From an optimization exercise on the open Yosys and OpenROAD flow, aimed at small area and a short achievable clock period; shortcuts taken in it are not production practice.
Only simulation tests tie the RTL to the original design; equivalence was not proved.
Power and IR drop assume default switching activity.

Setup of v45:
// FpAdd
module FpAdd (
    input             iCLK,
    input      [26:0] iA,
    input      [26:0] iB,
    output reg [26:0] oSum
);
    wire [17:0] L;
    wire [16:0] Y;
    wire [5:0]  d;
    wire        flush, sub;
    wire [7:0]  L_e;
    wire        L_s;
    FpAdd_s1 u_s1 (.iA(iA), .iB(iB), .L(L), .Y(Y), .d(d), .flush(flush),
                   .sub(sub), .L_e(L_e), .L_s(L_s));
    reg [17:0] r_L;
    reg [16:0] r_Y;
    reg [5:0]  r_d;
    reg        r_flush;
    reg        r_sub;
    reg [7:0]  r_e;
    reg        r_s;
    always @(posedge iCLK) begin
        r_L     <= L;
        r_Y     <= Y;
        r_d     <= d;
        r_flush <= flush;
        r_sub   <= sub;
        r_e     <= L_e;
        r_s     <= L_s;
    end
    wire [20:0] sum;
    wire [4:0]  lz;
    wire        zero;
    FpAdd_s2 u_s2 (.L(r_L), .Y(r_Y), .d(r_d), .flush(r_flush), .sub(r_sub),
                   .L_e(r_e), .sum(sum), .lz(lz), .zero(zero));
    reg [20:0] q_sum;
    reg [4:0]  q_lz;
    reg [7:0]  q_e;
    reg        q_s;
    reg        q_zero;
    always @(posedge iCLK) begin
        q_sum  <= sum;
        q_lz   <= lz;
        q_e    <= r_e;
        q_s    <= r_s;
        q_zero <= zero;
    end
    wire [26:0] res;
    FpAdd_s3 u_s3 (.sum(q_sum), .lz(q_lz), .L_e(q_e), .sgn(q_s),
                   .zero(q_zero), .res(res));
    always @*
        oSum = res;
endmodule
export LEC_CHECK = 0
export ABC_AREA = 1
export CAP_MARGIN = 20
export CORE_MARGIN = 2
export CORE_UTILIZATION = 40
export CTS_BUF_LIST = sky130_fd_sc_hd__clkbuf_8
export CTS_CLUSTER_SIZE = 30
export SLEW_MARGIN = 20
create_clock -name core_clock -period 10.0 [get_ports {iCLK}]
standard.sh (not shown) runs the stock make flow with config.mk's settings and CLKGATE_MAP_FILE= SYNTH_SCRIPT=/design/flow/synth_recipe.tcl, a recipe that flattens the netlist after the stock synthesis.
==> flow/flow/run.sh <==
#!/bin/bash
# Standard ORFS layout, with two changes: the port buffers are buf_2 cells
# instead of the delay-buffer cell buffer_ports picks by default, and
# repair_timing aims for 5.5 ns of setup slack.
export BUFFER_PORTS_ARGS="-buffer_cell sky130_fd_sc_hd__buf_2"
export SETUP_SLACK_MARGIN=5.5
bash standard.sh > standard.log 2>&1
For v48, these inputs were changed with respect to v45:
# v45
export LEC_CHECK = 0
export ABC_AREA = 1
export CAP_MARGIN = 20
export CORE_MARGIN = 2
export CORE_UTILIZATION = 40
export CTS_BUF_LIST = sky130_fd_sc_hd__clkbuf_8
export CTS_CLUSTER_SIZE = 30
export SLEW_MARGIN = 20
create_clock -name core_clock -period 10.0 [get_ports {iCLK}]
# v48
export LEC_CHECK = 0
export ABC_AREA = 1
export CAP_MARGIN = 10
export CORE_MARGIN = 2
export CORE_UTILIZATION = 40
export SLEW_MARGIN = 10
create_clock -name core_clock -period 10.0 [get_ports {iCLK}]
==> flow/flow/run.sh <==
#!/bin/bash
# Standard ORFS layout, with two changes: the port buffers are buf_2 cells
# instead of the delay-buffer cell buffer_ports picks by default, and
# repair_timing aims for 5.6 ns of setup slack.
export BUFFER_PORTS_ARGS="-buffer_cell sky130_fd_sc_hd__buf_2"
export SETUP_SLACK_MARGIN=5.6
bash standard.sh > standard.log 2>&1
--- outcome ---
v45 completed; timing, DRC and antenna clean. No stage failed in v48, and the final checks on the layout all came back clean. Summary of v48 over v45: post-route clock period utilization fell 0.45 points; maximum clock path buffer count roughly the same. Per the comparison of v48 with v45, timing-limited maximum frequency up about 1%; total power per unit cell area increased by 3.5% relative to the old numbers; total power went up 0.089 mW.
Modified inputs, v6 compared to v48
# v48
export LEC_CHECK = 0
export ABC_AREA = 1
export CAP_MARGIN = 10
export CORE_MARGIN = 2
export CORE_UTILIZATION = 40
export SLEW_MARGIN = 10
create_clock -name core_clock -period 10.0 [get_ports {iCLK}]
# v6
export LEC_CHECK = 0
export ABC_AREA = 1
export CAP_MARGIN = 20
export CORE_MARGIN = 2
export CORE_UTILIZATION = 40
export SLEW_MARGIN = 20
create_clock -name core_clock -period 10.0 [get_ports {iCLK}]
==> flow/flow/run.sh <==
#!/bin/bash
# Standard ORFS layout, with two changes: the port buffers are buf_2 cells
# instead of the delay-buffer cell buffer_ports picks by default, and
# repair_timing aims for 5.9 ns of setup slack.
export BUFFER_PORTS_ARGS="-buffer_cell sky130_fd_sc_hd__buf_2"
export SETUP_SLACK_MARGIN=5.9
bash standard.sh > standard.log 2>&1
Notes after the runs:
Summary of v6 over v48: wire length of the first global-routing pass picked up an extra about 0.9%, maximum clock frequency rose 1.1%, flip-flop and latch power moved down. Compared with v48, in v6 ratio of final minimum period to clock period -0.46 points, combined global-route utilization of all metal layers picked up an extra 0.18 points. Of the two values seen for termination of the worst setup path, oSum[24] was produced by v6 and oSum[25] by v48.
Edits applied to the flow inputs when going from v6 to v26:
# v6
export LEC_CHECK = 0
export ABC_AREA = 1
export CAP_MARGIN = 20
export CORE_MARGIN = 2
export CORE_UTILIZATION = 40
export SLEW_MARGIN = 20
create_clock -name core_clock -period 10.0 [get_ports {iCLK}]
# v26
export LEC_CHECK = 0
export ABC_AREA = 1
export CAP_MARGIN = 20
export CORE_MARGIN = 2
export CORE_UTILIZATION = 55
export SLEW_MARGIN = 20
create_clock -name core_clock -period 10.0 [get_ports {iCLK}]
==> flow/flow/run.sh <==
#!/bin/bash
# Standard ORFS layout, with two changes: the port buffers are buf_2 cells
# instead of the delay-buffer cell buffer_ports picks by default, and
# repair_timing aims for 5.6 ns of setup slack.
export BUFFER_PORTS_ARGS="-buffer_cell sky130_fd_sc_hd__buf_2"
export SETUP_SLACK_MARGIN=5.6
bash standard.sh > standard.log 2>&1
==> results.txt <==
v26 reached the end of the flow, and the finished layout is clean on the timing, design-rule and antenna checks. Die span in x (v26 vs. v6) decreases by more than 10%. According to the power report, total power for v26 is lower than for v6. Diff v6 -> v26: via density per instance went up by 0.31; count of non-CTS buffers in the layout decreased by 29% relative to the old numbers. Compared with v6, v26 ends up with a smaller final cell area. Static leakage power (higher): v6. Reported for v26 and v6, sequential area share after synthesis turned out identical to the last digit. v6 has lower proportion of power drawn by the clock network than v26. Note that the routed wire length recorded for v26 amounts to 0.906 times the value seen in v6. v6 has a lower portion of the clock cycle consumed by the worst path in the final layout than v26.
Input-level comparison between v44 and v26:
# v26
export LEC_CHECK = 0
export ABC_AREA = 1
export CAP_MARGIN = 20
export CORE_MARGIN = 2
export CORE_UTILIZATION = 55
export SLEW_MARGIN = 20
create_clock -name core_clock -period 10.0 [get_ports {iCLK}]
# v44
export LEC_CHECK = 0
export ABC_AREA = 1
export CAP_MARGIN = 20
export CORE_MARGIN = 2
export CORE_UTILIZATION = 40
export CTS_BUF_LIST = sky130_fd_sc_hd__clkbuf_8
export CTS_CLUSTER_SIZE = 30
export SLEW_MARGIN = 20
create_clock -name core_clock -period 10.0 [get_ports {iCLK}]
==> flow/flow/run.sh <==
#!/bin/bash
# Standard ORFS layout, with two changes: the port buffers are buf_2 cells
# instead of the delay-buffer cell buffer_ports picks by default, and
# repair_timing aims for 5.7 ns of setup slack.
export BUFFER_PORTS_ARGS="-buffer_cell sky130_fd_sc_hd__buf_2"
export SETUP_SLACK_MARGIN=5.7
bash standard.sh > standard.log 2>&1
--- outcome ---
v44 finished every stage and its layout cleared the timing, design-rule and antenna checks. The count of cells resized by post-cts repair of v44 exceeds that of v26 by about 30%. | ratio of routed vias to standard cells | v44 vs v26 | about 4.5% lower |. v44 contains fewer vias than v26. Looking at endpoint of the most critical setup path, the oSum[25] result is from v44; the oSum[23] one comes from v26. Row count, v26 and v44: lower on v26. v44 vs. v26: global-route wire length before repair shows an increase of about 6%, required time of the worst setup path shows no meaningful change, worst-case hold slack shows an increase of 12 ps, sequential cell fraction of total power up 1.1 points. Sum of routed wire segments on met1: v44 > v26. Cell area delta (v26 -> v44): insignificant. Comparing v26 and v44, the higher post-route non-filler standard cell count is on v44.
What v58 does differently from v44 at the input level:
# v44
export LEC_CHECK = 0
export ABC_AREA = 1
export CAP_MARGIN = 20
export CORE_MARGIN = 2
export CORE_UTILIZATION = 40
export CTS_BUF_LIST = sky130_fd_sc_hd__clkbuf_8
export CTS_CLUSTER_SIZE = 30
export SLEW_MARGIN = 20
create_clock -name core_clock -period 10.0 [get_ports {iCLK}]
# v58
export LEC_CHECK = 0
export ABC_AREA = 1
export CAP_MARGIN = 20
export CORE_MARGIN = 2
export CORE_UTILIZATION = 40
export SLEW_MARGIN = 20
create_clock -name core_clock -period 10.0 [get_ports {iCLK}]
==> flow/flow/run.sh <==
#!/bin/bash
# Standard ORFS layout, with two changes: the port buffers are buf_2 cells
# instead of the delay-buffer cell buffer_ports picks by default, and
# repair_timing aims for 5.3 ns of setup slack.
export BUFFER_PORTS_ARGS="-buffer_cell sky130_fd_sc_hd__buf_2"
export SETUP_SLACK_MARGIN=5.3
bash standard.sh > standard.log 2>&1
Findings:
Summary: total power, v58 worse than v44
The higher utilization came out of v44.
Looking at number of optimization iterations in the first detailed-route pass, v58 sits 1 below v44.
Clock skew: v44 vs v58 — no meaningful difference
Looking at worst setup slack, v58 sits below v44.
Taking v44 as the reference, in v58 first-pass GRT wire length shrank by 770 microns, share of the clock period used by the worst path after layout grew by 1.5 points.
The count of clock tree sinks of v44 and that of v58 are within noise of each other.

afterwards: timing with drivers on the ports:
In the flow no input, the clock included, has a driving cell. The finished layouts below were timed again as built, in two steps. Step 1, drivers: a clkbuf_16 drives iCLK and a buf_2 each remaining input, both assumed. Step 2 moves the port delays by t, midway between the first and last clock arrival at a register: inputs arrive t later, outputs are due t later. That takes back most of the time a late clock gives input paths. Three values: ideal ports, drivers, drivers and shift; two values: the first two.
| run | shift t [ns] | slack for setup (ns) | worst setup path at the end | worst register clock-pin slew, ns | worst data-port slew with drivers (ns) |
|---|---|---|---|---|---|
| v45 | 0.416 | 5.685 / 5.645 / 5.385 | input to register | 0.10 / 0.10 | 0.05 |
| v48 | 0.393 | 5.730 / 5.685 / 5.437 | input to register | 0.07 / 0.07 | 0.05 |
| v6 | 0.386 | 5.776 / 5.732 / 5.669 | input to register | 0.07 / 0.07 | 0.06 |
| v26 | 0.381 | 5.739 / 5.695 / 5.394 | input to register | 0.07 / 0.07 | 0.03 |
| v44 | 0.411 | 5.711 / 5.671 / 5.466 | input to register | 0.09 / 0.09 | 0.05 |
| v58 | 0.391 | 5.565 / 5.521 / 5.284 | input to register | 0.07 / 0.07 | 0.05 |
After both steps setup and hold are still met in every run listed. The setup slack of v26, which loses most, moves by -0.044 ns with the drivers and by -0.345 ns with both steps.
